Background: an optimization exercise with open tools, aiming at small area, a short achievable clock period and few clock cycles per item. Do not read the settings as production practice. At most, simulation tests tie the RTL to the original design; equivalence was not proved. For runs 1 and 2, only the layout was checked, not whether the RTL still works. Power is estimated from default activity; no workload was simulated.

===== flow/constraint.sdc =====
create_clock -name core_clock -period 5.0 [get_ports {clk}]
set_input_delay 1.0000 -clock core_clock [delete_from_list [all_inputs] [get_ports {clk}]]
set_output_delay 1.0000 -clock core_clock [all_outputs]
set_load 0.01 [all_outputs]

===== flow/run.sh =====
#!/bin/bash
# synth_recipe.tcl (not shown) runs the flow's synth.tcl, then flattens the netlist and writes it again
# the make line also repeats each setting of config.mk as NAME=value (left out here)
make -C /OpenROAD-flow-scripts/flow DESIGN_CONFIG=/design/flow/config.mk WORK_HOME=/design/flow/orfs CLKGATE_MAP_FILE= SYNTH_SCRIPT=/design/flow/synth_recipe.tcl finish

===== flow/design.v =====
module grn_step (input logic [68:0] v, output logic [68:0] y);
assign y[0] = v[40];
assign y[1] = v[40] & ~ v[32];
assign y[2] = v[35] & ~ (v[36] | v[6]);
assign y[3] = ((v[50] | v[33]) & v[36]) & ~ v[2];
assign y[4] = ~ (v[20] & 0);
assign y[5] = (v[48] | v[31]) & ~ (v[33] | v[36]);
assign y[6] = (v[7] | v[8]) & ~ v[21];
assign y[7] = v[17] & ~ (v[10] | v[32]);
assign y[8] = v[13] & ~ (v[21] | v[32]);
assign y[9] = v[46] & ~ v[47];
assign y[10] = v[31];
assign y[11] = v[42] & v[52];
assign y[12] = (v[4] | v[48] | v[26]) & ~ v[20];
assign y[13] = v[30];
assign y[14] = v[34];
assign y[15] = v[28];
assign y[16] = v[64];
assign y[17] = v[52] | v[16];
assign y[18] = v[15];
assign y[19] = v[59];
assign y[20] = ~ (v[14] | v[2]);
assign y[21] = (v[31] | v[48]) & ~ v[43];
assign y[22] = ~ v[23];
assign y[23] = (v[2] | (v[42] & v[52]));
assign y[24] = v[19] & ~ v[49];
assign y[25] = v[1] | v[29];
assign y[26] = ((v[4] | v[15]) & v[25]) & ~ v[20];
assign y[27] = (v[33] & v[2]) & ~ (v[20] | v[0]);
assign y[28] = v[38] | v[40];
assign y[29] = v[9] | v[51] | v[52];
assign y[30] = (v[3] | v[50] | v[9]) & ~ v[5];
assign y[31] = ~ v[22];
assign y[32] = (v[33] | v[44]) & ~ (v[20] | v[6]);
assign y[33] = (v[37] | v[25] | v[0]) & ~ v[27];
assign y[34] = v[11];
assign y[35] = (v[14] | v[39]) & ~ v[37];
assign y[36] = v[9] & ~ v[2];
assign y[37] = v[33] & ~ (v[31] | v[26]);
assign y[38] = v[9] | v[39];
assign y[39] = v[14] | v[19];
assign y[40] = v[52] & ~ v[41];
assign y[41] = v[31] | v[48];
assign y[42] = v[47];
assign y[43] = v[30];
assign y[44] = v[51] & ~ v[26];
assign y[45] = v[44] | v[31];
assign y[46] = v[33] | v[17];
assign y[47] = v[15] | v[52];
assign y[48] = v[24];
assign y[49] = v[48];
assign y[50] = v[7] & ~ v[5];
assign y[51] = v[57] & ~ v[45];
assign y[52] = v[54];
assign y[53] = (v[62] | v[65]) & ~ v[59];
assign y[54] = v[58];
assign y[55] = v[60] & ~ (v[63] | v[57]);
assign y[56] = (v[61] | v[63]) & ~ (v[62] | v[57] | v[60]);
assign y[57] = v[53];
assign y[58] = (v[63] | v[66]) & ~ v[62];
assign y[59] = v[58] | v[65] | v[31];
assign y[60] = v[65] | v[55];
assign y[61] = v[65] | v[58];
assign y[62] = v[53] | v[55];
assign y[63] = v[56] | v[64];
assign y[64] = v[63] & ~ v[57];
assign y[65] = (v[66] | v[54]) & ~ v[62];
assign y[66] = v[31];
assign y[67] = (v[18] & v[12]) & ~ (v[32] | v[6]);
assign y[68] = v[6];
endmodule
module grn_farm #(
	parameter VECTOR_SIZE = 69,
	parameter LS          = 2,          
	parameter LK          = 1           
) (
	input  logic                   clk,
	input  logic                   rst,
	input  logic                   in_valid,
	input  logic [VECTOR_SIZE-1:0] in_conf,
	output logic                   in_ready,
	output logic                   out_valid,
	output logic [VECTOR_SIZE-1:0] out_conf,
	output logic [31:0]            out_transient,
	output logic [31:0]            out_length
);
localparam int S  = 1 << LS;
localparam int K  = 1 << LK;
localparam int LU = LS + LK;
localparam int CW = 32 - LU;
localparam logic [1:0] P_EMPTY = 2'd0;
localparam logic [1:0] P_ONE   = 2'd1;     
localparam logic [1:0] P_TWO   = 2'd2;     
localparam logic [1:0] P_DONE  = 2'd3;
logic [1:0]             ph [S];
logic [VECTOR_SIZE-1:0] A  [S];
logic [VECTOR_SIZE-1:0] B  [S];
logic [VECTOR_SIZE-1:0] C  [S];
logic [K-1:0]           E  [S];     
logic [CW-1:0]          c1 [S];
logic [CW-1:0]          c2 [S];
logic [LU-1:0]          u1 [S];
logic [LU-1:0]          dd [S];     
logic                   bw [S];     
logic                   fresh;      
logic [1:0]             ph_n [S];
logic [VECTOR_SIZE-1:0] A_n  [S];
logic [VECTOR_SIZE-1:0] B_n  [S];
logic [K-1:0]           E_n  [S];
logic [LU-1:0]          u1_n [S];
logic [LU-1:0]          dd_n [S];
logic                   bw_n [S];
logic [CW-1:0] c1_inc, c2_inc, c2_dec;
assign c1_inc = c1[0] + 1'b1;
assign c2_inc = c2[0] + 1'b1;
assign c2_dec = c2[S-1] - 1'b1;
genvar s, q;
generate
	for (s = 0; s < S; s = s + 1) begin : gen_stage
		localparam int SP = (s + S - 1) % S;    
		logic [VECTOR_SIZE-1:0] a  [K+1];
		logic [VECTOR_SIZE-1:0] b  [K+1];
		logic [VECTOR_SIZE-1:0] bh [K];
		assign a[0] = A[s];
		assign b[0] = B[s];
		for (q = 0; q < K; q = q + 1) begin : gen_sub
			grn_step step_a  (.v(a[q]),  .y(a[q+1]));
			grn_step step_b1 (.v(b[q]),  .y(bh[q]));
			grn_step step_b2 (.v(bh[q]), .y(b[q+1]));
			if (s == 0 && q == 0) begin : g_first
				assign E_n[s][q] = (a[q] == b[q]) && !fresh;
			end else begin : g_rest
				assign E_n[s][q] = (a[q] == b[q]);
			end
		end
		assign A_n[s] = a[K];
		assign B_n[s] = b[K];
		always_comb begin
			logic [1:0] p;
			p       = ph[s];
			u1_n[s] = u1[s];
			dd_n[s] = dd[s];
			bw_n[s] = bw[s];
			for (int k = 0; k < K; k = k + 1) begin
				if (E[s][k] && p == P_TWO) begin
					p       = P_DONE;
					dd_n[s] = LU'(K*SP + k) - u1_n[s];
					bw_n[s] = LU'(K*SP + k) < u1_n[s];
				end
				if (E[s][k] && p == P_ONE) begin
					p       = P_TWO;
					u1_n[s] = LU'(K*SP + k);
				end
			end
			ph_n[s] = p;
		end
		if (s < S - 1) begin : g_pass
			always_ff @(posedge clk) begin
				if (rst) ph[s+1] <= P_EMPTY;
				else     ph[s+1] <= ph_n[s];
				A[s+1]  <= A_n[s];
				B[s+1]  <= B_n[s];
				C[s+1]  <= C[s];
				E[s+1]  <= E_n[s];
				if (s == 0) begin
					c1[s+1] <= (ph_n[s] == P_ONE && !fresh) ? c1_inc : c1[s];
					c2[s+1] <= (ph_n[s] == P_TWO) ? c2_inc : c2[s];
				end else begin
					c1[s+1] <= c1[s];
					c2[s+1] <= c2[s];
				end
				u1[s+1] <= u1_n[s];
				dd[s+1] <= dd_n[s];
				bw[s+1] <= bw_n[s];
			end
		end
	end
endgenerate
function automatic logic [1:0] next_phase(input logic [1:0] p, input logic [K-1:0] e);
	logic [1:0] r;
	r = p;
	for (int k = 0; k < K; k = k + 1) begin
		if (e[k] && r == P_TWO)      r = P_DONE;
		else if (e[k] && r == P_ONE) r = P_TWO;
	end
	next_phase = r;
endfunction
logic [1:0] ph_ahead;
assign ph_ahead = next_phase(ph_n[S-2], E_n[S-2]);
logic free;
assign in_ready = free;
always_ff @(posedge clk) begin
	if (rst) begin
		free      <= 1'b1;
		ph[0]     <= P_EMPTY;
		out_valid <= 1'b0;
	end else begin
		free      <= (ph_ahead == P_EMPTY) || (ph_ahead == P_DONE);
		ph[0]     <= free ? (in_valid ? P_ONE : P_EMPTY) : ph_n[S-1];
		out_valid <= (ph_n[S-1] == P_DONE);
	end
	fresh <= free;
	if (free) begin
		A[0]  <= in_conf;
		B[0]  <= in_conf;
		C[0]  <= in_conf;
		E[0]  <= '0;
		c1[0] <= '0;
		c2[0] <= '0;
	end else begin
		A[0]  <= A_n[S-1];
		B[0]  <= B_n[S-1];
		C[0]  <= C[S-1];
		E[0]  <= E_n[S-1];
		c1[0] <= c1[S-1];
		c2[0] <= c2[S-1];
	end
	u1[0] <= u1_n[S-1];
	dd[0] <= dd_n[S-1];
	bw[0] <= bw_n[S-1];
	out_conf      <= C[S-1];
	out_transient <= {c1[S-1], u1_n[S-1]};
	out_length    <= {bw_n[S-1] ? c2_dec : c2[S-1], dd_n[S-1]};
end
endmodule

===== flow/config.mk =====
export PLATFORM = sky130hd
export DESIGN_NAME = grn_farm
export DESIGN_NICKNAME = grn_farm
export VERILOG_FILES = /design/flow/design.v
export SDC_FILE = /design/flow/constraint.sdc
export NUM_CORES = 4
export LEC_CHECK = 0
export CAP_MARGIN = 20
export CORE_MARGIN = 2
export CORE_UTILIZATION = 45
export CTS_CLUSTER_DIAMETER = 80
export CTS_CLUSTER_SIZE = 25
export PLACE_DENSITY = 0.6
export SETUP_SLACK_MARGIN = 2.5
export SLEW_MARGIN = 20

==> results of run 1 <==
-- critical path, delay by kind of cell (launching register included) --
family | cells | cell delay (ps)
AO/OA/AOI/OAI | 2 | 700
XOR/XNOR | 1 | 190
buffers and inverters | 1 | 170
flip-flops | 1 | 610
AND/OR/NAND/NOR | 4 | 920
-- stage by stage --
step	area [sq um]	util, %	instances
after floorplan	42300	-	4262
after global placement	45800	49.1	5634
after detailed placement	45800	49.1	5634
after CTS	47800	51.3	5726
after global routing	48500	52.0	5749
final	48500	52.0	5752
-- routing by layer --
layer	part of all wire, %	vias to the layer above
met5	0.038	-
met3	9.5	486
met4	6.3	10
li1	-	14700
met1	41	16100
met2	43	1868
-- layout make-up --
type,instances,area share [%]
Clock buffer,67,3.17
Sequential cell,1215,50.6
Multi-Input combinational cell,2733,36.0
Timing Repair Buffer,278,5.10
Clock inverter,14,0.472
Antenna cell,4,0.0206
Inverter,187,1.45
Tap cell,1254,3.24
-- logic make-up (layout without fill, tap and decap cells) --
| family | Yosys count | after routing | synth area share (%) |
|---|---|---|---|
| muxes | 26 | 26 | 0.671 |
| xor gates and xnor gates | 533 | 533 | 11.0 |
| adders and majority gates | 9 | 9 | 0.266 |
| other | 0 | 4 | 0 |
| DFF | 1215 | 1215 | 57.5 |
| and+or+nand+nor | 1578 | 1578 | 19.0 |
| buffers and inverters | 314 | 546 | 2.84 |
| AOI/OAI and AO/OA | 587 | 587 | 8.67 |
-- registers in the layout, indices dropped and copies added (netlist names) --
| signal | count |
|---|---|
| E | 8 |
| c2 | 116 |
| ph | 8 |
| out_conf | 69 |
| dd | 11 |
| u1 | 11 |
| free | 1 |
| B | 267 |
| out_transient | 30 |
| C | 276 |
| c1 | 116 |
| out_length | 30 |
| out_valid | 1 |
| A | 266 |
| bw | 4 |
| fresh | 1 |
-- report_power, final --
part	switching [uW]	leakage, uW	internal [uW]	total, uW
Clock	3210	0.000856	2280	5490
Combinational	3390	0.00859	1810	5210
Sequential	1530	0.0101	10600	12100
Total	8140	0.0195	14700	22800
-- cell usage in the layout (no fill, tap or decap), drive strengths merged, types with 13 or more instances in the layout --
master | synthesis | layout
xor2 | 238 | 238
clkbuf | 111 | 67
dfxtp | 1215 | 1215
clkdlybuf4s50 | 0 | 71
nor2 | 425 | 425
nor2b | 151 | 151
buf | 16 | 72
o21a | 15 | 15
o22ai | 26 | 26
nor4 | 115 | 115
nand2 | 296 | 296
or3 | 26 | 26
nand3b | 13 | 13
a2111oi | 13 | 13
nand2b | 67 | 67
a31oi | 25 | 25
nand4 | 82 | 82
nor4b | 14 | 14
nor3 | 162 | 162
o21ai | 197 | 197
or2 | 55 | 55
a21oi | 128 | 128
mux2 | 19 | 19
and2 | 28 | 28
o31ai | 28 | 28
dlygate4sd2 | 0 | 134
xnor2 | 295 | 295
o211ai | 16 | 16
a211oi | 24 | 24
inv | 187 | 196
nor3b | 35 | 35
and3 | 20 | 20
nand3 | 61 | 61
o21bai | 20 | 20
-- worst min-delay path by stage --
| stage | from | to | slack (ps) | depth (start not counted) |
|---|---|---|---|---|
| floorplan | C[0][0]$_DFF_P_ | C[1][0]$_DFF_P_ | 310 | 0 |
| global placement | C[0][34]$_DFF_P_ | C[1][34]$_DFF_P_ | 310 | 0 |
| detailed placement | C[2][13]$_DFF_P_ | C[3][13]$_DFF_P_ | 310 | 0 |
| CTS | C[2][4]$_DFF_P_ | C[3][4]$_DFF_P_ | 320 | 0 |
| global route | C[2][4]$_DFF_P_ | C[3][4]$_DFF_P_ | 330 | 0 |
| finish | C[2][4]$_DFF_P_ | C[3][4]$_DFF_P_ | 330 | 0 |
-- timing repair --
item | in CTS | in global routing
pin swaps | 10 | 18
endpoints found under the setup margin | 184 | 34
buffers inserted | 11 | 22
resized for setup | 241 | 162
endpoints found under the hold margin | 0 | 0
==> flow_summary.json, run 1 <==
{
  "total_power_uw": 22800,
  "p_leak_uw": 0.0195,
  "post-dp-hpwl_microns": 140000,
  "numClockSinks": 1215,
  "globalRouteMet1Util_pct": 47.0,
  "synth_cells": 4262,
  "yosysMostFrequentCell": "dfxtp_1",
  "ys_warn_count": 55,
  "die_height_microns": 311,
  "coreArea_sq_um": 93200,
  "drv_cap": 0,
  "finClkSkew_ps": 40.9,
  "cts_tree": "done",
  "finalHoldViolCount": 0,
  "ys_seq_elements": 1215,
  "vias_per_cell": 5.78,
  "pre_cts_slack_ps": 1470,
  "row_count": 112,
  "peakVddDrop_uv": 337,
  "max_slew_margin_pct": 15.9,
  "p_per_area_nw_per_um2": 470,
  "slowest_stage": "dfxtp_1",
  "grt_max_degree": 117,
  "period_minus_slack_ps": 2670,
  "grt_pass1_wl_microns": 244000,
  "drcViolationCount": 0,
  "area_delta_synth_final_pct": 14.6,
  "root_buffer": "clkbuf_16",
  "crit_required_ps": 5660,
  "reg2reg_slack_ps": 2330,
  "start_util_pct": 45.4,
  "use_met2_pct": 53.9,
  "fillerInstances": 8667,
  "regArea_sq_um": 24500,
  "synth_enable_flop_cells": 0,
  "die_w_microns": 311,
  "grt_pass1_vias": 31600,
  "synthFlopType": "dfxtp_1",
  "dieArea_sq_um": 96500,
  "multi_input_area_sq_um": 17400,
  "clk_path_buf_depth": 3,
  "async_flop_share_pct": 0,
  "cp_max_fo": 8,
  "crit_path_end_kind": "flop",
  "syn_area_sq_um": 42300,
  "fin_nets": 4556,
  "worstRegToRegCells": 8,
  "grtUsageMet3_pct": 8.56,
  "status": "timing/DRC/antenna clean",
  "synth_nets": 4343,
  "path_cells": "xor2_1, nor3_1, nand4_1, nor3_4, buf_6, nor4_1, o31ai_2, a21o_1",
  "tightest_slew_ps": 1250,
  "place_congestion": 1.03,
  "hp-class": "reg -> reg",
  "ant_nets": 0,
  "port_buffers": 206,
  "min_period_over_period_pct": 53.4,
  "cts_buffers": 60,
  "synth_top_cell_area_share_pct": 57.5,
  "drt_pass1_iterations": 7,
  "synth_top_cells_by_area": "dfxtp_1 57%, xnor2_1 6.1%, xor2_1 4.9%, nor2_1 3.8%, nand2_1 2.6%",
  "setup_viol": 0,
  "rr_startpoint": "A[2][2]$_DFF_P_",
  "cts_htree_levels": 2,
  "crit_end": "free$_SDFF_PP1_",
  "rsz0062_at_grt": "yes",
  "antenna_found_initial": 10,
  "grt_use_total_pct": 35.5,
  "arrival_ps": 3330,
  "layout-drive-gt1-share_pct": 10.0,
  "drt_iter0_markers": 4124,
  "avgSynthCellArea_sq_um": 9.93,
  "crit_type": "reg -> reg",
  "fin_ws_ps": 2330,
  "io_pins": 207,
  "worst_setup_path_start_kind": "flop",
  "setup_tns_ps": 0,
  "startpoint": "A[2][2]$_DFF_P_",
  "max_stage_delay_ps": 610,
  "synth.distinct_cells": 78,
  "grt.overflow.total": 0,
  "vias": 33200,
  "yosys-top-cells-count": "1215 x dfxtp_1, 424 x nor2_1, 296 x nand2_1",
  "r2r-end": "free$_SDFF_PP1_",
  "routedWlPerCell_microns": 30.7,
  "fmax_mhz": 375,
  "clk-insertion-delay-late_ps": 730,
  "yosysSeqAreaShare_pct": 57.5,
  "wirelength_microns": 177000,
  "holdWs_ps": 327,
  "path_clk_slew_ps": 110,
  "final-max-slew-violation-count": 0,
  "cts_hold_buf": 0,
  "grt.busiest_layer": "met2",
  "synth_top_cell_by_area": "dfxtp_1"
}
==> inputs of run 2 (changes only) <==
--- a/flow/config.mk
+++ b/flow/config.mk
@@ -8,8 +8,8 @@
 export CAP_MARGIN = 20
 export CORE_MARGIN = 2
-export CORE_UTILIZATION = 45
+export CORE_UTILIZATION = 55
 export CTS_CLUSTER_DIAMETER = 80
 export CTS_CLUSTER_SIZE = 25
-export PLACE_DENSITY = 0.6
-export SETUP_SLACK_MARGIN = 2.5
+export PLACE_DENSITY = 0.65
+export SETUP_SLACK_MARGIN = 3.0
 export SLEW_MARGIN = 20
==> run 2 against run 1 <==
  * Still clean
  * Hold slack worse by 6.9 ps
  * Sequential power is essentially flat
  * Clock-buffer cell count fell by 5
  * Synthesized cell count unchanged
  * Worst setup slack got worse by 150 ps
  * Die area decreased by 18%
  * Via count rose by 10%
  * Final cell count is 2.0% lower
  * Routed wire length rose by 8.4%
  * Register-to-register slack worse by 150 ps
==> flow_summary.json, run 2 <==
{
  "path_clk_slew_ps": 120,
  "fin_nets": 4666,
  "vias": 36700,
  "die_w_microns": 281,
  "synth_top_cells_by_area": "dfxtp_1 57%, xnor2_1 6.1%, xor2_1 4.9%, nor2_1 3.8%, nand2_1 2.6%",
  "synth.distinct_cells": 78,
  "port_buffers": 206,
  "synth_xor_area_share_pct": 11.0,
  "synth_top_family_by_area": "simple AND/OR/NAND/NOR gates",
  "place_congestion": 1.11,
  "synth_mux_area_share_pct": 0.671,
  "setup_viol": 0,
  "antenna_found_initial": 10,
  "synth_top_cell_by_area": "dfxtp_1",
  "status": "timing/DRC/antenna clean",
  "peakVddDrop_uv": 378,
  "crit_buf_inv": 0,
  "routedWlPerCell_microns": 34.0,
  "cp_max_fo": 2,
  "post-dp-hpwl_microns": 136000,
  "rsz0062_at_grt": "yes",
  "yosysSeqAreaShare_pct": 57.5,
  "die_height_microns": 281,
  "avgSynthCellArea_sq_um": 9.93,
  "grt_pass1_wl_microns": 252000,
  "dpl_cell_area_sq_um": 45600,
  "root_buffer": "clkbuf_16",
  "final-max-slew-violation-count": 0,
  "grt_max_degree": 110,
  "finClkSkew_ps": 27.9,
  "hp-class": "reg -> reg",
  "io_pins": 207,
  "cp_top_family": "simple AND/OR/NAND/NOR gates",
  "arrival_ps": 3400,
  "syn_area_sq_um": 42300,
  "slowest_stage": "or3_4",
  "holdPathEnd": "c2[3][9]$_DFF_P_",
  "synth_enable_flop_cells": 0,
  "cts_htree_levels": 2,
  "setup_tns_ps": 0,
  "largest-register": "C",
  "r2r-end": "out_length[26]$_DFF_P_",
  "synth_top_cell_area_share_pct": 57.5,
  "crit_required_ps": 5580,
  "ys_seq_elements": 1215,
  "crit_type": "reg -> reg",
  "grt_pass1_vias": 34700,
  "drv_cap": 0,
  "clk_path_buf_depth": 3,
  "clkPwrFrac_pct": 23.4,
  "max_slew_margin_pct": 23.3,
  "reg2reg_slack_ps": 2180,
  "worst_setup_path_start_kind": "flop",
  "yosysMostFrequentCell": "dfxtp_1",
  "dieArea_sq_um": 79200,
  "yosys.area_share.simple_pct": 19.0,
  "swShare_pct": 36.8,
  "min_period_over_period_pct": 56.4,
  "synth_compound_area_share_pct": 8.67,
  "p_int_uw": 15100,
  "cts_tree": "done",
  "coreArea_sq_um": 76100,
  "drt_pass1_iterations": 9,
  "worstHoldStart": "c2[2][9]$_DFF_P_",
  "grt_use_total_pct": 45.1,
  "layout-drive-gt1-share_pct": 23.5,
  "tightest_slew_ps": 1150,
  "synth_fa_ha_area_share_pct": 0.266,
  "vias_per_cell": 6.51,
  "path_cells": "or3_4, or2_4, nor4_4, nor4b_4, nor3b_4, nand2_4, nor4_4, xor2_1",
  "row_count": 101,
  "wirelength_microns": 191000,
  "startpoint": "c2[3][9]$_DFF_P_",
  "yosys-top-cells-count": "1215 x dfxtp_1, 424 x nor2_1, 296 x nand2_1",
  "p_leak_uw": 0.0205,
  "rr_startpoint": "c2[3][9]$_DFF_P_",
  "pwr-share-comb_pct": 25.5,
  "start_util_pct": 55.6,
  "numClockSinks": 1215,
  "fin_area_sq_um": 51300,
  "largest_register_ffs": 276,
  "synth_cells": 4262,
  "cts_buffers": 59,
  "async_flop_share_pct": 0,
  "largestRegisters": "C (276), B (267), A (266)",
  "hold_depth": 0,
  "clk-insertion-delay-late_ps": 730,
  "period_minus_slack_ps": 2820,
  "area_delta_synth_final_pct": 21.4,
  "p_seq_share_pct": 51.1,
  "worstRegToRegCells": 8,
  "ys_warn_count": 55,
  "cts_hold_buf": 0,
  "p_per_area_nw_per_um2": 465,
  "drcViolationCount": 0,
  "max_stage_delay_ps": 380,
  "crit_path_end_kind": "flop",
  "synth_nets": 4343,
  "final_common_cell": "dfxtp_1",
  "finalHoldViolCount": 0,
  "power_switching_uw": 8780,
  "most-common-layout-cells": "979 x dfxtp_1, 369 x nor2_1, 280 x nand2_1",
  "cp_common_cell": "nor4_4",
  "synthFlopType": "dfxtp_1",
  "ant_nets": 0,
  "grt.overflow.total": 0,
  "drt_iter0_markers": 5567,
  "fmax_mhz": 355
}
-- run 2: changes by cell type in the layout (fill, tap and decap cells not counted), moves of 24 or more --
cell	delta
dfxtp_4	+45
nor2_1	-38
dfxtp_2	+91
buf_6	+106
nor2_4	+24
nor2b_1	-25
dlygate4sd2_1	-134
dfxtp_1	-136
buf_2	+49
buf_4	+79
-- run 2: cell families after synthesis --
kind of cell / after synthesis
adders and majority gates: 9
DFF: 1215
AOI/OAI and AO/OA: 587
and+or+nand+nor: 1578
buffers and inverters: 314
xor gates and xnor gates: 533
muxes: 26
-- run 2: metal layers --
metal	GRT usage, %	vias to the layer above	wire, microns
li1	-	15000	-
met1	55.7	17500	69300
met2	68.4	3178	80900
met3	13.9	996	24300
met4	28.9	14	16900
met5	0	-	112
-- run 2: cell type report --
cell class | count | area, sq um
Antenna cell | 5 | 12.5
Clock buffer | 62 | 1510
Clock inverter | 15 | 240
Fill cell | 5588 | 24700
Inverter | 187 | 714
Multi-Input combinational cell | 2733 | 19200
Sequential cell | 1215 | 24800
Tap cell | 1030 | 1290
Timing Repair Buffer | 389 | 3590
-- run 2: power groups by stage --
stage	Sequential (uW)	Clock, uW	Combinational (uW)
2_1_floorplan	11300	0	3050
3_3_place_gp	12100	0	4910
3_5_place_dp	12100	0	4810
4_1_cts	12000	5450	5420
5_1_grt	12200	5830	6140
6_report	12200	5590	6080
-- run 2: worst max path at each step --
stage | endpoint | cells past startpoint
final | out_length[26]$_DFF_P_ | 8
after global routing | out_length[26]$_DFF_P_ | 8
after CTS | free$_SDFF_PP1_ | 9
after detailed placement | free$_SDFF_PP1_ | 8
after global placement | E[0][1]$_SDFF_PP0_ | 7
after floorplan | out_length[27]$_DFF_P_ | 10
-- run 2: timing repair --
item / CTS / global route
buffers inserted: 102 / 50
resized for setup: 1130 / 337
hold endpoints to repair: 0 / 0
setup endpoints to repair: 452 / 251
cloned: 2 / 1
pin swaps: 74 / 82
-- run 2: through the flow --
stage          utilization (%)  hold WS [ps]  total power, uW  instances  setup WS (ps)
2_1_floorplan                -           310            14300       4262           2780
3_3_place_gp              59.9           310            17100       5399           1550
3_5_place_dp              59.9           312            17000       5399           1630
4_1_cts                   65.2           323            22900       5580           2460
5_1_grt                   67.5           330            24200       5631           2190
6_report                  67.5           320            23900       5636           2180
-- run 2: worst register-to-register path, stage by stage, from the launching register on --
cell and delay, ps:
dfxtp_4 370, or3_4 380, or2_4 260, nor4_4 260, nor4b_4 330, nor3b_4 320, nand2_4 100, nor4_4 280
xor2_1 380
==> inputs of run 3 (changes only) <==
--- a/flow/design.v
+++ b/flow/design.v
@@ -73,5 +73,6 @@
 	parameter VECTOR_SIZE = 69,
 	parameter LS          = 2,          
-	parameter LK          = 1           
+	parameter LK          = 1,          
+	parameter G           = 6           
 ) (
 	input  logic                   clk,
@@ -89,4 +90,5 @@
 localparam int LU = LS + LK;
 localparam int CW = 32 - LU;
+localparam int EW = 1 + (K - 1) * G;    
 localparam logic [1:0] P_EMPTY = 2'd0;
 localparam logic [1:0] P_ONE   = 2'd1;     
@@ -97,5 +99,5 @@
 logic [VECTOR_SIZE-1:0] B  [S];
 logic [VECTOR_SIZE-1:0] C  [S];
-logic [K-1:0]           E  [S];     
+logic [EW-1:0]          E  [S];     
 logic [CW-1:0]          c1 [S];
 logic [CW-1:0]          c2 [S];
@@ -107,5 +109,5 @@
 logic [VECTOR_SIZE-1:0] A_n  [S];
 logic [VECTOR_SIZE-1:0] B_n  [S];
-logic [K-1:0]           E_n  [S];
+logic [EW-1:0]          E_n  [S];
 logic [LU-1:0]          u1_n [S];
 logic [LU-1:0]          dd_n [S];
@@ -128,12 +130,26 @@
 			grn_step step_b1 (.v(b[q]),  .y(bh[q]));
 			grn_step step_b2 (.v(bh[q]), .y(b[q+1]));
-			if (s == 0 && q == 0) begin : g_first
-				assign E_n[s][q] = (a[q] == b[q]) && !fresh;
-			end else begin : g_rest
-				assign E_n[s][q] = (a[q] == b[q]);
+			if (q == 0) begin : g_first
+				if (s == 0) begin : g_s0
+					assign E_n[s][0] = (a[0] == b[0]) && !fresh;
+				end else begin : g_sn
+					assign E_n[s][0] = (a[0] == b[0]);
+				end
+			end else begin : g_late
+				genvar g;
+				for (g = 0; g < G; g = g + 1) begin : gen_grp
+					localparam int LO = g * VECTOR_SIZE / G;
+					localparam int HI = (g + 1) * VECTOR_SIZE / G - 1;
+					assign E_n[s][1 + (q - 1) * G + g] = (a[q][HI:LO] == b[q][HI:LO]);
+				end
 			end
 		end
 		assign A_n[s] = a[K];
 		assign B_n[s] = b[K];
+		logic [K-1:0] meet;
+		assign meet[0] = E[s][0];
+		for (q = 1; q < K; q = q + 1) begin : gen_meet
+			assign meet[q] = &E[s][1 + (q - 1) * G +: G];
+		end
 		always_comb begin
 			logic [1:0] p;
@@ -143,10 +159,10 @@
 			bw_n[s] = bw[s];
 			for (int k = 0; k < K; k = k + 1) begin
-				if (E[s][k] && p == P_TWO) begin
+				if (meet[k] && p == P_TWO) begin
 					p       = P_DONE;
 					dd_n[s] = LU'(K*SP + k) - u1_n[s];
 					bw_n[s] = LU'(K*SP + k) < u1_n[s];
 				end
-				if (E[s][k] && p == P_ONE) begin
+				if (meet[k] && p == P_ONE) begin
 					p       = P_TWO;
 					u1_n[s] = LU'(K*SP + k);
@@ -177,15 +193,10 @@
 	end
 endgenerate
-function automatic logic [1:0] next_phase(input logic [1:0] p, input logic [K-1:0] e);
-	logic [1:0] r;
-	r = p;
-	for (int k = 0; k < K; k = k + 1) begin
-		if (e[k] && r == P_TWO)      r = P_DONE;
-		else if (e[k] && r == P_ONE) r = P_TWO;
-	end
-	next_phase = r;
-endfunction
 logic [1:0] ph_ahead;
-assign ph_ahead = next_phase(ph_n[S-2], E_n[S-2]);
+always_comb begin
+	ph_ahead = ph_n[S-2];
+	if (E_n[S-2][0] && ph_ahead == P_TWO)      ph_ahead = P_DONE;
+	else if (E_n[S-2][0] && ph_ahead == P_ONE) ph_ahead = P_TWO;
+end
 logic free;
 assign in_ready = free;
@@ -198,5 +209,5 @@
 		free      <= (ph_ahead == P_EMPTY) || (ph_ahead == P_DONE);
 		ph[0]     <= free ? (in_valid ? P_ONE : P_EMPTY) : ph_n[S-1];
-		out_valid <= (ph_n[S-1] == P_DONE);
+		out_valid <= free && (ph_n[S-1] == P_DONE);
 	end
 	fresh <= free;
--- a/flow/config.mk
+++ b/flow/config.mk
@@ -8,8 +8,8 @@
 export CAP_MARGIN = 20
 export CORE_MARGIN = 2
-export CORE_UTILIZATION = 55
+export CORE_UTILIZATION = 35
 export CTS_CLUSTER_DIAMETER = 80
 export CTS_CLUSTER_SIZE = 25
-export PLACE_DENSITY = 0.65
-export SETUP_SLACK_MARGIN = 3.0
+export PLACE_DENSITY = 0.55
+export SETUP_SLACK_MARGIN = 2.6
 export SLEW_MARGIN = 20
==> run 3 against run 2 <==
  * Still clean
  * Hold slack hardly changed
  * Final cell count is 9.1% higher
  * Clock skew is 6.5 ps higher
  * Flip-flop and latch count is 20 higher
  * Critical path type unchanged
  * Critical endpoint is now B[0][37]$_DFF_P_
  * Largest cell class unchanged
  * Largest power group unchanged
==> flow_summary.json, run 3 <==
{
  "status": "timing/DRC/antenna clean",
  "cts_htree_levels": 3,
  "dieArea_sq_um": 127000,
  "arrival_ps": 3050,
  "rr_startpoint": "free$_SDFF_PP1_",
  "async_flop_share_pct": 0,
  "drv_cap": 0,
  "vias_per_cell": 5.41,
  "yosysMostFrequentCell": "dfxtp_1",
  "avgSynthCellArea_sq_um": 10.1,
  "final-max-slew-violation-count": 0,
  "drt_iter0_markers": 3595,
  "path_clk_slew_ps": 90,
  "antenna_found_initial": 8,
  "crit_type": "reg -> reg",
  "grt_use_total_pct": 28.3,
  "port_buffers": 206,
  "synth_top_cell_by_area": "dfxtp_1",
  "layout-drive-gt1-share_pct": 6.63,
  "synth_top_cell_area_share_pct": 57.0,
  "peakVddDrop_uv": 315,
  "holdWs_ps": 320,
  "finalHoldViolCount": 0,
  "grt_pass1_vias": 32100,
  "synth_cells": 4317,
  "final_cells": 6150,
  "p_seq_share_pct": 53.3,
  "worst_setup_path_start_kind": "flop",
  "pre_cts_slack_ps": 2280,
  "yosysSeqAreaShare_pct": 57.0,
  "numClockSinks": 1235,
  "p_per_area_nw_per_um2": 452,
  "fin_ws_ps": 2450,
  "synth_enable_flop_cells": 0,
  "p_leak_uw": 0.0194,
  "largest_register_ffs": 276,
  "power_switching_uw": 7530,
  "tightest_slew_ps": 1200,
  "row_count": 129,
  "worstHoldStart": "c1[2][22]$_DFF_P_",
  "p_int_uw": 14900,
  "synth_nets": 4398,
  "period_minus_slack_ps": 2550,
  "swShare_pct": 33.6,
  "synthFlopType": "dfxtp_1",
  "largest-register": "C",
  "ys_warn_count": 55,
  "final_common_cell": "dfxtp_1",
  "area_delta_synth_final_pct": 14.2,
  "cp_max_fo": 54,
  "clk-insertion-delay-late_ps": 690,
  "start_util_pct": 35.2,
  "coreArea_sq_um": 123000,
  "place_congestion": 0.998,
  "min_period_over_period_pct": 51.1,
  "die_height_microns": 356,
  "max_slew_margin_pct": 19.6,
  "drt_pass1_iterations": 6,
  "most-common-layout-cells": "1221 x dfxtp_1, 369 x nor2_1, 295 x xnor2_1",
  "post-dp-hpwl_microns": 146000,
  "ys_seq_elements": 1235,
  "largestRegisters": "C (276), B (267), A (266)",
  "startpoint": "free$_SDFF_PP1_",
  "fillerInstances": 12400,
  "vias": 33300,
  "root_buffer": "clkbuf_16",
  "rsz0062_at_grt": "yes",
  "yosys-top-cells-count": "1235 x dfxtp_1, 372 x nor2_1, 295 x xnor2_1",
  "clk_path_buf_depth": 3,
  "hp-class": "reg -> reg",
  "grt_pass1_wl_microns": 252000,
  "crit_required_ps": 5490,
  "wirelength_microns": 184000,
  "setup_viol": 0,
  "crit_path_end_kind": "flop",
  "drcViolationCount": 0,
  "cts_hold_buf": 0,
  "cts_tree": "done",
  "setup_tns_ps": 0,
  "io_pins": 207,
  "synth_top_cells_by_area": "dfxtp_1 57%, xnor2_1 6.0%, xor2_1 5.4%, nor2_1 3.2%, nor2b_1 2.4%",
  "syn_area_sq_um": 43400,
  "dpl_cell_area_sq_um": 47200,
  "routedWlPerCell_microns": 29.9,
  "fin_area_sq_um": 49600,
  "pwr-share-comb_pct": 18.2,
  "grt.overflow.total": 0,
  "cts_buffers": 68,
  "fin_nets": 4562,
  "die_w_microns": 356,
  "fmax_mhz": 392,
  "ant_nets": 0,
  "dp_cells": 6037,
  "grt_max_degree": 176,
  "finClkSkew_ps": 34.4,
  "synth.distinct_cells": 89,
  "clkPwrFrac_pct": 28.5
}
==> run 3: changes by cell type after synthesis, sizes merged, moves of 21 or more <==
cell,before,now
o21ai,197,176
nor2,425,372
xor2,238,269
o21bai,20,44
inv,187,156
nand3,61,87
==> run 3: cells by family after synthesis <==
| logic type | share of synthesized area [%] |
|---|---|
| xor+xnor | 11.4 |
| buf+inv | 2.69 |
| simple gates | 18.8 |
| compound gates | 9.20 |
| fa+ha+maj | 0.259 |
| flops | 57.0 |
| mux | 0.761 |
==> run 3: area by class of cell <==
class / instances / area, sq um / share of cell area, %
Sequential cell: 1235 / 24700 / 49.9
Multi-Input combinational cell: 2777 / 17800 / 35.9
Timing Repair Buffer: 243 / 2210 / 4.47
Tap cell: 1637 / 2050 / 4.13
Clock buffer: 74 / 1800 / 3.62
Inverter: 156 / 586 / 1.18
Clock inverter: 26 / 379 / 0.765
Antenna cell: 2 / 5.00 / 0.0101
==> run 3: metal layers <==
metal	wire length, microns	track usage (%)
met2	82100	44.7
met5	71	0
met1	79200	37.5
met4	9080	11.9
met3	13700	5.74
==> run 3: critical path: stages, from the launching register on <==
cell     delay [ps]
dfxtp_4         390
buf_4           240
buf_4           330
nor3_1          300
buf_4           230
o21ai_0         120
o21ai_0         710
==> run 3: stage by stage <==
step | total power (uW) | util (%)
5_1_grt | 23100 | 40.2
2_1_floorplan | 13800 | -
3_3_place_gp | 16100 | 38.2
4_1_cts | 22300 | 40.1
6_report | 22400 | 40.2
3_5_place_dp | 16000 | 38.3
==> run 3: power groups by stage <==
stage | clock (uW) | combinational (uW) | sequential (uW)
global route | 6850 | 4220 | 12000
floorplan | 0 | 2630 | 11200
global placement | 0 | 3940 | 12100
CTS | 6480 | 3910 | 11900
finish | 6380 | 4070 | 11900
detailed placement | 0 | 3870 | 12100
==> run 3: repair_timing <==
item,in CTS,in global routing
pin swaps,3,3
setup buffers,8,3
resized for setup,170,44
setup endpoints to repair,164,56
==> run 3: worst paths after layout <==
path	cells after the start	slack (ps)	endpoint
hold / removal	0	320	c1[3][22]$_DFF_P_
hold reg to reg	0	320	c1[3][22]$_DFF_P_
setup / recovery	6	2450	B[0][37]$_DFF_P_
setup reg to reg	6	2450	B[0][37]$_DFF_P_
Testbench counts of run 3, summed over its fixed seeds: cycles 6,150, items 1,280.
==> inputs of run 4 (changes only) <==
--- a/flow/config.mk
+++ b/flow/config.mk
@@ -8,8 +8,8 @@
 export CAP_MARGIN = 20
 export CORE_MARGIN = 2
-export CORE_UTILIZATION = 35
+export CORE_UTILIZATION = 60
 export CTS_CLUSTER_DIAMETER = 80
 export CTS_CLUSTER_SIZE = 25
-export PLACE_DENSITY = 0.55
+export PLACE_DENSITY = 0.7
 export SETUP_SLACK_MARGIN = 2.6
 export SLEW_MARGIN = 20
==> run 4 against run 3 <==
  * Final cell count fell by 12%
  * Via count rose by 4.6%
  * Global-route usage rose by 15 points
  * Total power fell by 5.0%
  * Largest cell class unchanged
  * Clock skew barely moved
  * Combinational power fell by 2%
  * Worst setup slack improved by 140 ps
  * Fmax rose by 5.7%
==> flow_summary.json, run 4 <==
{
  "area_delta_synth_final_pct": 10.7,
  "coreArea_sq_um": 71600,
  "ant_nets": 0,
  "grt_pass1_vias": 33600,
  "hp-class": "reg -> reg",
  "setup_viol": 0,
  "post-dp-hpwl_microns": 128000,
  "synth_top_cell_by_area": "dfxtp_1",
  "synth_top_cells_by_area": "dfxtp_1 57%, xnor2_1 6.0%, xor2_1 5.4%, nor2_1 3.2%, nor2b_1 2.4%",
  "yosys-top-cells-count": "1235 x dfxtp_1, 372 x nor2_1, 295 x xnor2_1",
  "largest-register": "C",
  "start_util_pct": 60.6,
  "final-max-slew-violation-count": 0,
  "synthFlopType": "dfxtp_1",
  "yosysSeqAreaShare_pct": 57.0,
  "numClockSinks": 1235,
  "clkPwrFrac_pct": 25.4,
  "clk_path_buf_depth": 3,
  "synth_top_cell_area_share_pct": 57.0,
  "rsz0062_at_grt": "yes",
  "holdPathEnd": "c1[3][24]$_DFF_P_",
  "period_minus_slack_ps": 2420,
  "synth.distinct_cells": 89,
  "die_w_microns": 273,
  "row_count": 98,
  "swShare_pct": 32.9,
  "finClkSkew_ps": 34.2,
  "grt.overflow.total": 0,
  "async_flop_share_pct": 0,
  "crit_type": "reg -> reg",
  "dieArea_sq_um": 74500,
  "synth_nets": 4398,
  "final_common_cell": "dfxtp_1",
  "wirelength_microns": 167000,
  "max_slew_margin_pct": 15.8,
  "ys_warn_count": 55,
  "worstRegToRegCells": 5,
  "largestRegisters": "C (276), B (267), A (266)",
  "die_height_microns": 273,
  "status": "timing/DRC/antenna clean",
  "p_int_uw": 14300,
  "io_pins": 207,
  "avgSynthCellArea_sq_um": 10.1,
  "cts_tree": "done",
  "grt_pass1_wl_microns": 234000,
  "cts_htree_levels": 2,
  "synth_enable_flop_cells": 0,
  "drcViolationCount": 0,
  "rr_startpoint": "B[2][23]$_DFF_P_",
  "p_per_area_nw_per_um2": 443,
  "min_period_over_period_pct": 48.3,
  "drv_cap": 0,
  "root_buffer": "clkbuf_16",
  "final_cells": 5434,
  "largest_register_ffs": 276,
  "syn_area_sq_um": 43400,
  "grt_max_degree": 166,
  "vias": 34800,
  "most-common-layout-cells": "1227 x dfxtp_1, 372 x nor2_1, 295 x xnor2_1",
  "p_seq_share_pct": 55.9,
  "arrival_ps": 2980,
  "grt_use_total_pct": 43.6,
  "place_congestion": 1.11,
  "crit_required_ps": 5560,
  "peakVddDrop_uv": 404,
  "dp_cells": 5346,
  "reg2reg_slack_ps": 2580,
  "drt_pass1_iterations": 6,
  "pwr-share-comb_pct": 18.7,
  "cts_buffers": 59,
  "port_buffers": 206,
  "vias_per_cell": 6.41,
  "setup_tns_ps": 0,
  "hold_depth": 0,
  "layout-drive-gt1-share_pct": 5.29,
  "worst_setup_path_start_kind": "flop",
  "p_leak_uw": 0.0191,
  "routedWlPerCell_microns": 30.7,
  "tightest_slew_ps": 1260,
  "r2r-end": "free$_SDFF_PP1_",
  "cp_max_fo": 10,
  "fmax_mhz": 414,
  "power_switching_uw": 7010,
  "clk-insertion-delay-late_ps": 690,
  "drt_iter0_markers": 5480,
  "finalHoldViolCount": 0,
  "fin_nets": 4547,
  "antenna_found_initial": 8,
  "ys_seq_elements": 1235,
  "path_clk_slew_ps": 100,
  "synth_cells": 4317,
  "yosysMostFrequentCell": "dfxtp_1",
  "worstHoldStart": "c1[2][24]$_DFF_P_",
  "crit_path_end_kind": "flop"
}
[run 4: cell families after synthesis]
| logic type | Yosys count | synth area share [%] |
|---|---|---|
| muxes | 30 | 0.761 |
| AOI/OAI and AO/OA | 606 | 9.20 |
| and+or+nand+nor | 1568 | 18.8 |
| buffers and inverters | 305 | 2.69 |
| xor gates and xnor gates | 564 | 11.4 |
| DFF | 1235 | 57.0 |
| adders and majority gates | 9 | 0.259 |
[run 4: what timing repair did]
item                                    in CTS  in global routing
setup buffers                                6                  2
endpoints found under the setup margin     160                 50
hold buffers                                 0                  0
pin swaps                                    2                  2
resized for setup                          149                 25
[run 4: worst max path at each step]
stage	start	to	slack, ps
2_1_floorplan	B[1][31]$_DFF_P_	E[2][3]$_DFF_P_	2860
3_3_place_gp	B[3][52]$_DFF_P_	B[0][26]$_DFF_P_	2400
3_5_place_dp	B[1][31]$_DFF_P_	E[2][3]$_DFF_P_	2390
4_1_cts	free$_SDFF_PP1_	in_ready	2390
5_1_grt	E[3][0]$_DFF_P_	out_length[16]$_DFF_P_	2500
6_report	B[2][23]$_DFF_P_	free$_SDFF_PP1_	2580
[run 4: routing by layer]
layer	global-route usage, %	part of all wire, %	vias to the layer above
met5	0	0.014	-
met4	27.1	7.6	4
met3	12.9	12	673
met2	66.6	43	2655
met1	54.2	37	16600
li1	-	-	14900
[run 4: metrics by stage]
stage / setup slack, ps / cell area, sq um / util [%] / hold slack, ps / total power (uW)
final: 2580 / 48100 / 67.1 / 320 / 21300
after global routing: 2500 / 48100 / 67.1 / 321 / 21700
after CTS: 2390 / 47900 / 66.9 / 320 / 20900
after detailed placement: 2390 / 46300 / 64.6 / 312 / 15700
after global placement: 2400 / 46300 / 64.6 / 309 / 15700
after floorplan: 2860 / 43400 / - / 310 / 13800
[run 4: power by group through the flow]
stage	registers [uW]	logic [uW]	clock network (uW)
after global routing	11900	4080	5710
after detailed placement	12000	3700	0
after floorplan	11200	2630	0
final	11900	3970	5410
after CTS	11800	3730	5370
after global placement	12000	3740	0
[run 4: cell type report]
cell class,count,area [sq um]
inverters,156,586
clock inverters,10,135
clock buffers,63,1530
multi-input cells,2777,17700
well taps,950,1190
fillers,5549,23500
flip-flops and latches,1235,24700
diodes,6,15.0
repair buffers,237,2180
[run 4: worst max-delay path, stage by stage, from the launching register on]
cell	delay [ps]
dfxtp_1	910
xnor2_1	220
nand4_1	180
nor4_1	210
nand3_1	340
o311ai_0	420
==> inputs of run 5 (changes only) <==
--- a/flow/config.mk
+++ b/flow/config.mk
@@ -12,4 +12,4 @@
 export CTS_CLUSTER_SIZE = 25
 export PLACE_DENSITY = 0.7
-export SETUP_SLACK_MARGIN = 2.6
+export SETUP_SLACK_MARGIN = 2.9
 export SLEW_MARGIN = 20
==> run 5 against run 4 <==
  * Total power is 2.2% higher
  * Critical path depth did not move
  * Die area unchanged
  * Still clean on timing, DRC and antenna
  * Cell area increased by 2.8%
  * Routed wire length is 11% higher
  * Clock-buffer cell count stayed put
  * Core utilization rose by 1.9 points
  * Highest routed layer unchanged
  * Combinational power is 9.3% higher
==> flow_summary.json, run 5 <==
{
  "period_minus_slack_ps": 2370,
  "layout-drive-gt1-share_pct": 15.1,
  "total_power_uw": 21700,
  "finish.utilization_pct": 69.0,
  "crit_required_ps": 5580,
  "setup_tns_ps": 0,
  "largest_register_ffs": 276,
  "yosysMostFrequentCell": "dfxtp_1",
  "vias_per_cell": 6.69,
  "die_height_microns": 273,
  "cts_tree": "done",
  "peakVddDrop_uv": 440,
  "cts_buffers": 57,
  "die_w_microns": 273,
  "synth_top_cell_by_area": "dfxtp_1",
  "post-dp-hpwl_microns": 136000,
  "routedWlPerCell_microns": 33.8,
  "numClockSinks": 1235,
  "coreArea_sq_um": 71600,
  "synth_nets": 4398,
  "grt_pass1_wl_microns": 254000,
  "final-max-slew-violation-count": 0,
  "reg2reg_slack_ps": 2630,
  "grt_pass1_vias": 35200,
  "root_buffer": "clkbuf_16",
  "row_count": 98,
  "largest-register": "C",
  "yosys-top-cells-count": "1235 x dfxtp_1, 372 x nor2_1, 295 x xnor2_1",
  "status": "timing/DRC/antenna clean",
  "drcViolationCount": 0,
  "synth_top_cell_area_share_pct": 57.0,
  "power_switching_uw": 7320,
  "tightest_slew_ps": 1330,
  "crit_type": "reg -> reg",
  "area_delta_synth_final_pct": 13.8,
  "synth_enable_flop_cells": 0,
  "clk-insertion-delay-late_ps": 690,
  "synth_cells": 4317,
  "p_seq_share_pct": 55.0,
  "synth_top_cells_by_area": "dfxtp_1 57%, xnor2_1 6.0%, xor2_1 5.4%, nor2_1 3.2%, nor2b_1 2.4%",
  "finClkSkew_ps": 33.7,
  "yosysSeqAreaShare_pct": 57.0,
  "min_period_over_period_pct": 47.4,
  "synth.distinct_cells": 89,
  "p_leak_uw": 0.0195,
  "ant_nets": 0,
  "crit_path_end_kind": "flop",
  "final_common_cell": "dfxtp_1",
  "worst_setup_path_start_kind": "flop",
  "drv_cap": 0,
  "grt_use_total_pct": 47.5,
  "largestRegisters": "C (276), B (267), A (266)",
  "grt.overflow.total": 0,
  "max_slew_margin_pct": 10.5,
  "arrival_ps": 2950,
  "pwr-share-comb_pct": 19.9,
  "cp_max_fo": 12,
  "setup_viol": 0,
  "finalHoldViolCount": 0,
  "start_util_pct": 60.6,
  "p_int_uw": 14400,
  "avgSynthCellArea_sq_um": 10.1,
  "ys_warn_count": 55,
  "cts_htree_levels": 2,
  "drt_pass1_iterations": 8,
  "antenna_found_initial": 16,
  "cts_hold_buf": 0,
  "swShare_pct": 33.7,
  "hp-class": "reg -> reg",
  "vias": 36600,
  "dieArea_sq_um": 74500,
  "async_flop_share_pct": 0,
  "drt_iter0_markers": 6179,
  "p_per_area_nw_per_um2": 440,
  "most-common-layout-cells": "1089 x dfxtp_1, 359 x nor2_1, 293 x xnor2_1",
  "syn_area_sq_um": 43400,
  "port_buffers": 206,
  "grt_max_degree": 86,
  "fillerInstances": 5210,
  "clk_path_buf_depth": 3,
  "place_congestion": 1.10,
  "wirelength_microns": 185000,
  "ys_seq_elements": 1235,
  "synthFlopType": "dfxtp_1",
  "holdWs_ps": 314,
  "fmax_mhz": 422,
  "path_clk_slew_ps": 110,
  "io_pins": 207,
  "clkPwrFrac_pct": 25.1,
  "fin_nets": 4585,
  "rsz0062_at_grt": "yes"
}
-- run 5: cell counts after synthesis --
No cell type changed its count.
-- run 5: worst max-delay path, cell delays in order (launching register included) --
cell,delay [ps]
dfxtp_1,510
ha_2,330
nand2_1,80
or4b_4,620
a211oi_1,390
xor2_1,330
-- run 5: cells by family (layout without fill, tap and decap cells) --
group | Yosys count | after routing | share of synthesized area, %
AO/OA/AOI/OAI | 606 | 608 | 9.20
XOR/XNOR | 564 | 564 | 11.4
adder cells (fa/ha/maj) | 9 | 9 | 0.259
buffers and inverters | 305 | 504 | 2.69
flip-flops | 1235 | 1235 | 57.0
multiplexers | 30 | 30 | 0.761
other | 0 | 8 | 0
AND/OR/NAND/NOR | 1568 | 1568 | 18.8
-- run 5: final timing paths --
check                      start           endpoint  cells after the start
min             C[2][57]$_DFF_P_   C[3][57]$_DFF_P_                      0
max reg2reg  c2[0][1]$_SDFF_PP0_  c2[1][26]$_DFF_P_                      5
max          c2[0][1]$_SDFF_PP0_  c2[1][26]$_DFF_P_                      5
min reg2reg     C[2][57]$_DFF_P_   C[3][57]$_DFF_P_                      0
-- run 5: through the flow --
| stage | area (sq um) | std cells | setup WS [ps] |
|---|---|---|---|
| 2_1_floorplan | 43400 | 4317 | 2940 |
| 4_1_cts | 48600 | 5455 | 2780 |
| 5_1_grt | 49400 | 5469 | 2550 |
| 6_report | 49400 | 5476 | 2630 |
| 3_5_place_dp | 46300 | 5350 | 2430 |
| 3_3_place_gp | 46300 | 5350 | 2320 |
-- run 5: power by group through the flow --
stage | Clock (uW) | Sequential (uW) | Combinational [uW]
6_report | 5450 | 11900 | 4340
5_1_grt | 5700 | 12000 | 4410
4_1_cts | 5350 | 11800 | 3970
3_5_place_dp | 0 | 12000 | 3860
3_3_place_gp | 0 | 12000 | 3910
2_1_floorplan | 0 | 11200 | 2630
-- run 5: per-layer routing --
layer	track usage [%]	wire length (microns)	vias up
li1	-	-	15000
met1	57.8	65800	17400
met2	73.9	79700	3303
met3	15.2	24300	941
met4	28.2	14900	10
met5	0	140	-
-- run 5: timing repair --
item,4_1_cts,5_1_grt
gates cloned,2,0
endpoints found under the hold margin,0,0
setup endpoints to repair,468,280
setup buffers,30,13
pin swaps,14,17
gates resized for setup,815,205
-- run 5: final cells by class --
class,instances,area (sq um),area share [%]
repair buffers,275,2510,5.09
clock inverters,10,160,0.324
inverters,156,589,1.19
diodes,8,20.0,0.0405
flip-flops and latches,1235,24900,50.5
well taps,950,1190,2.41
clock buffers,63,1480,2.99
multi-input cells,2779,18500,37.5
==> inputs of run 6 (changes only) <==
--- a/flow/config.mk
+++ b/flow/config.mk
@@ -8,8 +8,8 @@
 export CAP_MARGIN = 20
 export CORE_MARGIN = 2
-export CORE_UTILIZATION = 60
+export CORE_UTILIZATION = 45
 export CTS_CLUSTER_DIAMETER = 80
 export CTS_CLUSTER_SIZE = 25
-export PLACE_DENSITY = 0.7
+export PLACE_DENSITY = 0.6
 export SETUP_SLACK_MARGIN = 2.9
 export SLEW_MARGIN = 20
==> run 6 against run 5 <==
  * Register-to-register slack gained 190 ps
  * Sequential power is essentially flat
  * Clock-buffer cell count grew 4
  * Cell area grew 1.2%
  * Via count shrank 8.0%
  * Total power grew 0.66%
  * Core utilization shrank 17 points
  * Critical path depth shrank 4
  * Sequential share of layout area shrank 0.58 points
  * Combinational power shrank 3%
==> flow_summary.json, run 6 <==
{
  "status": "timing/DRC/antenna clean",
  "p_per_area_nw_per_um2": 437,
  "coreArea_sq_um": 95300,
  "die_w_microns": 315,
  "synth_cells": 4317,
  "drt_iter0_markers": 4360,
  "crit_buf_inv": 1,
  "worstRegToRegCells": 4,
  "cp_top_family": "flip-flops",
  "cts_htree_levels": 2,
  "grt.overflow.total": 0,
  "crit_type": "reg -> out",
  "syn_area_sq_um": 43400,
  "path_clk_slew_ps": 100,
  "cts_tree": "done",
  "place_congestion": 1.03,
  "clk_path_buf_depth": 3,
  "rr_startpoint": "B[3][53]$_DFF_P_",
  "slowest_stage": "dfxtp_4",
  "multi_input_area_sq_um": 18500,
  "cp_max_fo": 2,
  "largestRegisters": "C (276), B (267), A (266)",
  "ant_nets": 0,
  "ys_seq_elements": 1235,
  "row_count": 113,
  "ys_warn_count": 55,
  "start_util_pct": 45.6,
  "yosys-top-cells-count": "1235 x dfxtp_1, 372 x nor2_1, 295 x xnor2_1",
  "final_cells": 5790,
  "clk-insertion-delay-late_ps": 730,
  "area_delta_synth_final_pct": 15.2,
  "reg2reg_slack_ps": 2820,
  "worstHoldStart": "C[2][15]$_DFF_P_",
  "finalHoldViolCount": 0,
  "hold_depth": 0,
  "post-dp-hpwl_microns": 140000,
  "setup_viol": 0,
  "r2r-end": "E[0][5]$_SDFF_PP0_",
  "antenna_found_initial": 13,
  "avgSynthCellArea_sq_um": 10.1,
  "grt_max_degree": 72,
  "die_height_microns": 315,
  "max_slew_margin_pct": 24.0,
  "worst_setup_path_start_kind": "flop",
  "root_buffer": "clkbuf_16",
  "vias": 33700,
  "startpoint": "free$_SDFF_PP1_",
  "finClkSkew_ps": 55.6,
  "vias_per_cell": 5.82,
  "wirelength_microns": 178000,
  "routedWlPerCell_microns": 30.8,
  "final_common_cell": "dfxtp_1",
  "fillerInstances": 8813,
  "grt_pass1_wl_microns": 246000,
  "grt_use_total_pct": 35.3,
  "final-max-slew-violation-count": 0,
  "drt_pass1_iterations": 6,
  "max_stage_delay_ps": 400,
  "fin_nets": 4581,
  "hp-class": "reg -> reg",
  "period_minus_slack_ps": 2220,
  "most-common-layout-cells": "1080 x dfxtp_1, 364 x nor2_1, 293 x xnor2_1",
  "synthFlopType": "dfxtp_1",
  "regArea_sq_um": 25000,
  "synth_nets": 4398,
  "async_flop_share_pct": 0,
  "holdPathEnd": "C[3][15]$_DFF_P_",
  "setup_tns_ps": 0,
  "fmax_mhz": 451,
  "port_buffers": 206,
  "numClockSinks": 1235,
  "cts_buffers": 61,
  "arrival_ps": 1220,
  "dp_cells": 5668,
  "peakVddDrop_uv": 328,
  "crit_required_ps": 4000,
  "drv_cap": 0,
  "p_leak_uw": 0.0196,
  "io_pins": 207,
  "rsz0062_at_grt": "yes",
  "grt_pass1_vias": 32500,
  "synth.distinct_cells": 89,
  "synth_enable_flop_cells": 0,
  "dieArea_sq_um": 99000,
  "cts_hold_buf": 0,
  "synth_top_cell_by_area": "dfxtp_1",
  "largest_register_ffs": 276,
  "largest-register": "C",
  "yosysSeqAreaShare_pct": 57.0,
  "drcViolationCount": 0,
  "min_period_over_period_pct": 44.4,
  "crit_path_end_kind": "primary output",
  "synth_top_cells_by_area": "dfxtp_1 57%, xnor2_1 6.0%, xor2_1 5.4%, nor2_1 3.2%, nor2b_1 2.4%",
  "yosysMostFrequentCell": "dfxtp_1",
  "tightest_slew_ps": 1130,
  "layout-drive-gt1-share_pct": 15.1,
  "synth_top_cell_area_share_pct": 57.0,
  "path_cells": "buf_6"
}
## run 6: cell counts after synthesis
Identical to the previous run, type by type.
## run 6: how the worst max path moves through the flow
stage	slack, ps	to	cells after the start
floorplan	2940	E[2][3]$_DFF_P_	6
global placement	2180	B[1][3]$_DFF_P_	5
detailed placement	2270	B[1][3]$_DFF_P_	5
CTS	2710	in_ready	1
global route	2750	in_ready	1
finish	2780	in_ready	1
## run 6: final cells by class
type	instances	area share [%]
multi-input cells	2778	37.0
clock inverters	16	0.455
repair buffers	268	5.07
clock buffers	67	3.22
well taps	1265	3.16
diodes	5	0.0250
flip-flops and latches	1235	49.9
inverters	156	1.18
## run 6: cell families after synthesis
| family | synth area share, % |
|---|---|
| adder cells (fa/ha/maj) | 0.259 |
| AND/OR/NAND/NOR | 18.8 |
| buffers and inverters | 2.69 |
| flip-flops | 57.0 |
| multiplexers | 0.761 |
| XOR/XNOR | 11.4 |
| AO/OA/AOI/OAI | 9.20 |
## run 6: timing repair
action / in CTS / in global routing
setup endpoints to repair: 350 / 223
pin swaps: 9 / 23
gates cloned: 2 / 1
resized for setup: 883 / 158
setup buffers: 17 / 14
## run 6: where the power goes
| group | total [uW] | internal (uW) | switching [uW] |
|---|---|---|---|
| combinational | 4200 | 1580 | 2620 |
| sequential | 12000 | 10600 | 1400 |
| clock | 5690 | 2420 | 3270 |
## run 6: per-layer routing
| metal | vias up | share of wire, % | GRT usage [%] |
|---|---|---|---|
| met5 | - | 0.029 | 0 |
| met4 | 8 | 6.4 | 18.7 |
| met3 | 513 | 8.3 | 6.30 |
| met2 | 1936 | 43 | 54.4 |
| met1 | 16300 | 42 | 47.1 |
| li1 | 15000 | - | - |
## run 6: per-stage QoR
| step | total power (uW) | hold slack (ps) | util, % | cell area (sq um) | setup WS, ps |
|---|---|---|---|---|---|
| 2_1_floorplan | 13800 | 310 | - | 43400 | 2940 |
| 3_3_place_gp | 15900 | 310 | 49.0 | 46700 | 2180 |
| 3_5_place_dp | 15900 | 312 | 49.0 | 46700 | 2270 |
| 4_1_cts | 21600 | 329 | 51.8 | 49300 | 2710 |
| 5_1_grt | 22500 | 331 | 52.5 | 50000 | 2750 |
| 6_report | 21900 | 310 | 52.5 | 50000 | 2780 |
==> inputs of run 7 (changes only) <==
--- a/flow/config.mk
+++ b/flow/config.mk
@@ -6,4 +6,5 @@
 export NUM_CORES = 4
 export LEC_CHECK = 0
+export ABC_AREA = 1
 export CAP_MARGIN = 20
 export CORE_MARGIN = 2
@@ -12,4 +13,4 @@
 export CTS_CLUSTER_SIZE = 25
 export PLACE_DENSITY = 0.6
-export SETUP_SLACK_MARGIN = 2.9
+export SETUP_SLACK_MARGIN = 2.6
 export SLEW_MARGIN = 20
==> run 7 against run 6 <==
  * Via count increased by 15%
  * Clock-buffer cell count decreased by 4
  * Cell area decreased by 0.23%
  * Core utilization decreased by 1.7 points
  * Clock power increased by 0.7%
  * Die area increased by 2.5%
  * Critical path type is now reg -> reg
  * Critical endpoint is now B[1][33]$_DFF_P_
==> flow_summary.json, run 7 <==
{
  "clkPwrFrac_pct": 26.3,
  "p_leak_uw": 0.0227,
  "r2r-end": "B[1][33]$_DFF_P_",
  "fillerInstances": 9684,
  "largestRegisters": "C (276), B (267), A (266)",
  "largest-register": "C",
  "hold_depth": 0,
  "wirelength_microns": 194000,
  "min_period_over_period_pct": 47.8,
  "p_int_uw": 14200,
  "vias_per_cell": 5.56,
  "largest_register_ffs": 276,
  "worstRegToRegCells": 6,
  "crit_required_ps": 5560,
  "synthFlopType": "dfxtp_1",
  "most-common-layout-cells": "1231 x dfxtp_1, 1196 x nand2_1, 778 x inv_1",
  "path_clk_slew_ps": 110,
  "finClkSkew_ps": 71.8,
  "async_flop_share_pct": 0,
  "cts_tree": "done",
  "path_cells": "o21ai_0, nand3_1, inv_1, nand4_1, o21ai_0, inv_1",
  "clk-insertion-delay-late_ps": 750,
  "peakVddDrop_uv": 346,
  "synth_top_cell_by_area": "dfxtp_1",
  "grt_pass1_vias": 36600,
  "tightest_slew_ps": 1300,
  "numClockSinks": 1235,
  "cp_max_fo": 4,
  "place_congestion": 1.15,
  "dieArea_sq_um": 101000,
  "yosysMostFrequentCell": "dfxtp_1",
  "swShare_pct": 34.8,
  "synth_enable_flop_cells": 0,
  "status": "timing/DRC/antenna clean",
  "finish.utilization_pct": 50.8,
  "synth_nets": 5534,
  "row_count": 115,
  "root_buffer": "clkbuf_16",
  "worst_setup_path_start_kind": "flop",
  "routedWlPerCell_microns": 27.8,
  "fmax_mhz": 418,
  "grt_max_degree": 128,
  "clk_path_buf_depth": 3,
  "ys_seq_elements": 1235,
  "pwr-share-comb_pct": 20.5,
  "crit_path_end_kind": "flop",
  "drt_pass1_iterations": 8,
  "fin_nets": 5770,
  "grt_use_total_pct": 37.2,
  "syn_area_sq_um": 44500,
  "final_cells": 6993,
  "synth_cells": 5453,
  "start_util_pct": 45.3,
  "area_delta_synth_final_pct": 12.1,
  "final_common_cell": "dfxtp_1",
  "rsz0062_at_grt": "no",
  "period_minus_slack_ps": 2390,
  "cts_hold_buf": 0,
  "p_per_area_nw_per_um2": 437,
  "ant_nets": 0,
  "yosysSeqAreaShare_pct": 55.5,
  "setup_tns_ps": 0,
  "crit_type": "reg -> reg",
  "die_w_microns": 319,
  "regArea_sq_um": 24700,
  "max_stage_delay_ps": 700,
  "slowest_stage": "o21ai_0",
  "antenna_found_initial": 9,
  "io_pins": 207,
  "port_buffers": 206,
  "multi_input_area_sq_um": 16600,
  "post-dp-hpwl_microns": 158000,
  "final-max-slew-violation-count": 0,
  "cts_buffers": 61,
  "worstHoldStart": "C[1][45]$_DFF_P_",
  "drt_iter0_markers": 5241,
  "power_switching_uw": 7590,
  "die_height_microns": 319,
  "grt_pass1_wl_microns": 270000,
  "hp-class": "reg -> reg",
  "max_slew_margin_pct": 12.3,
  "avgSynthCellArea_sq_um": 8.17,
  "grt.overflow.total": 0,
  "vias": 38900,
  "yosys-top-cells-count": "1235 x dfxtp_1, 1196 x nand2_1, 779 x inv_1",
  "holdWs_ps": 288,
  "p_seq_share_pct": 53.2,
  "ys_warn_count": 55,
  "startpoint": "B[0][7]$_DFF_P_",
  "num_antenna_cells": 0,
  "holdPathEnd": "C[2][45]$_DFF_P_",
  "cts_htree_levels": 2,
  "setup_viol": 0,
  "total_power_uw": 21800,
  "drcViolationCount": 0,
  "synth.distinct_cells": 55,
  "synth_top_cells_by_area": "dfxtp_1 56%, nand2_1 10%, inv_1 6.6%, nor2_1 5.7%, xor2_1 3.9%",
  "finalHoldViolCount": 0,
  "rr_startpoint": "B[0][7]$_DFF_P_",
  "dp_cells": 6910,
  "coreArea_sq_um": 98300,
  "layout-drive-gt1-share_pct": 3.08,
  "reg2reg_slack_ps": 2610,
  "drv_cap": 0,
  "synth_top_cell_area_share_pct": 55.5,
  "arrival_ps": 2950
}
==> run 7: cell count changes in the layout (fill, tap and decap cells not counted), moves of 95 or more <==
cell           before   now
xnor2_1           293   112
nand3_1            82   226
nor2b_1           149     0
dfxtp_2           138     3
dfxtp_1          1080  1231
nor2_1            364   676
buf_6              96     1
dlygate4sd2_1       0   117
inv_1             154   778
nand2_1           279  1196
==> run 7: power by group through the flow <==
stage          Sequential (uW)  Clock [uW]  Combinational (uW)
2_1_floorplan            11200           0                2530
3_3_place_gp             11800           0                4290
3_5_place_dp             11800           0                4250
4_1_cts                  11600        5800                4250
5_1_grt                  11600        6150                4670
6_report                 11600        5730                4480
==> run 7: worst max-delay path, delay by kind of cell, from the launching register on <==
family / cells / cell delay (ps)
buffers and inverters: 2 / 320
flip-flops: 1 / 410
AND/OR/NAND/NOR: 2 / 550
AO/OA/AOI/OAI: 2 / 910
==> run 7: worst max path at each step <==
stage / slack [ps] / to
finish: 2610 / B[1][33]$_DFF_P_
global route: 2600 / out_conf[19]
CTS: 2350 / in_ready
detailed placement: 2460 / in_ready
global placement: 2270 / B[0][31]$_DFF_P_
floorplan: 3350 / out_length[29]$_DFF_P_
==> run 7: logic make-up (layout without fill, tap and decap cells) <==
group | count (synthesis) | after routing | share of synthesized area, %
DFF | 1235 | 1235 | 55.5
AOI/OAI and AO/OA | 588 | 588 | 7.68
buffers and inverters | 837 | 1090 | 7.17
xor gates and xnor gates | 311 | 311 | 6.12
and+or+nand+nor | 2473 | 2473 | 23.3
adders and majority gates | 9 | 9 | 0.253
==> run 7: final cells by class <==
class,count,share of cell area [%]
flip-flops and latches,1235,49.6
clock inverters,17,0.619
repair buffers,227,4.27
well taps,1287,3.23
inverters,783,5.90
clock buffers,63,3.09
multi-input cells,3381,33.3
==> run 7: what timing repair did <==
action                                  in CTS  in global routing
cloned                                       0                  0
endpoints found under the setup margin     143                 30
gates resized for setup                    153                 12
buffers inserted                             3                  0
==> run 7: through the flow <==
stage	worst slack (ps)	instance area [sq um]
floorplan	3350	44500
global placement	2270	48100
detailed placement	2460	48100
CTS	2350	49900
global route	2600	49900
finish	2610	49900
==> run 7: per-layer routing <==
layer | GRT usage (%) | routed length (microns)
met1 | 50.1 | 81100
met2 | 54.6 | 79600
met3 | 8.08 | 19400
met4 | 22.3 | 14000
met5 | 0 | 68

[port drivers added, routing unchanged]
Ports are ideal in the flow. The routed layouts listed here were re-timed in OpenROAD.
Step 1, drivers: a clkbuf_16 drives clk and a buf_2 each remaining input, both assumed.
Step 2 times the ports against the registers' clock, not the clock port: input delays grow and output delays shrink by t, the midpoint of the rising clock arrivals with the driver on.
a / b / c = ideal ports / drivers / drivers and shift; a / b = the first two.
run	t, ns	setup slack, ns	clock arrival spread, ns	pins driven straight from the clock port
run 1	0.777	2.331 / 2.331 / 2.331	0.042 / 0.042	1
run 2	0.781	2.181 / 2.181 / 2.181	0.034 / 0.034	1
run 3	0.750	2.447 / 2.447 / 2.447	0.037 / 0.037	1
run 4	0.737	2.584 / 2.584 / 2.584	0.038 / 0.038	1
run 5	0.747	2.631 / 2.631 / 2.631	0.034 / 0.034	1
run 6	0.766	2.782 / 2.716 / 2.595	0.057 / 0.057	1
run 7	0.790	2.608 / 2.567 / 2.608	0.073 / 0.073	1
After both steps every run listed still meets setup and hold. For run 6, which loses most, drivers alone change the setup slack by -0.066 ns; drivers and shift together by -0.187 ns.
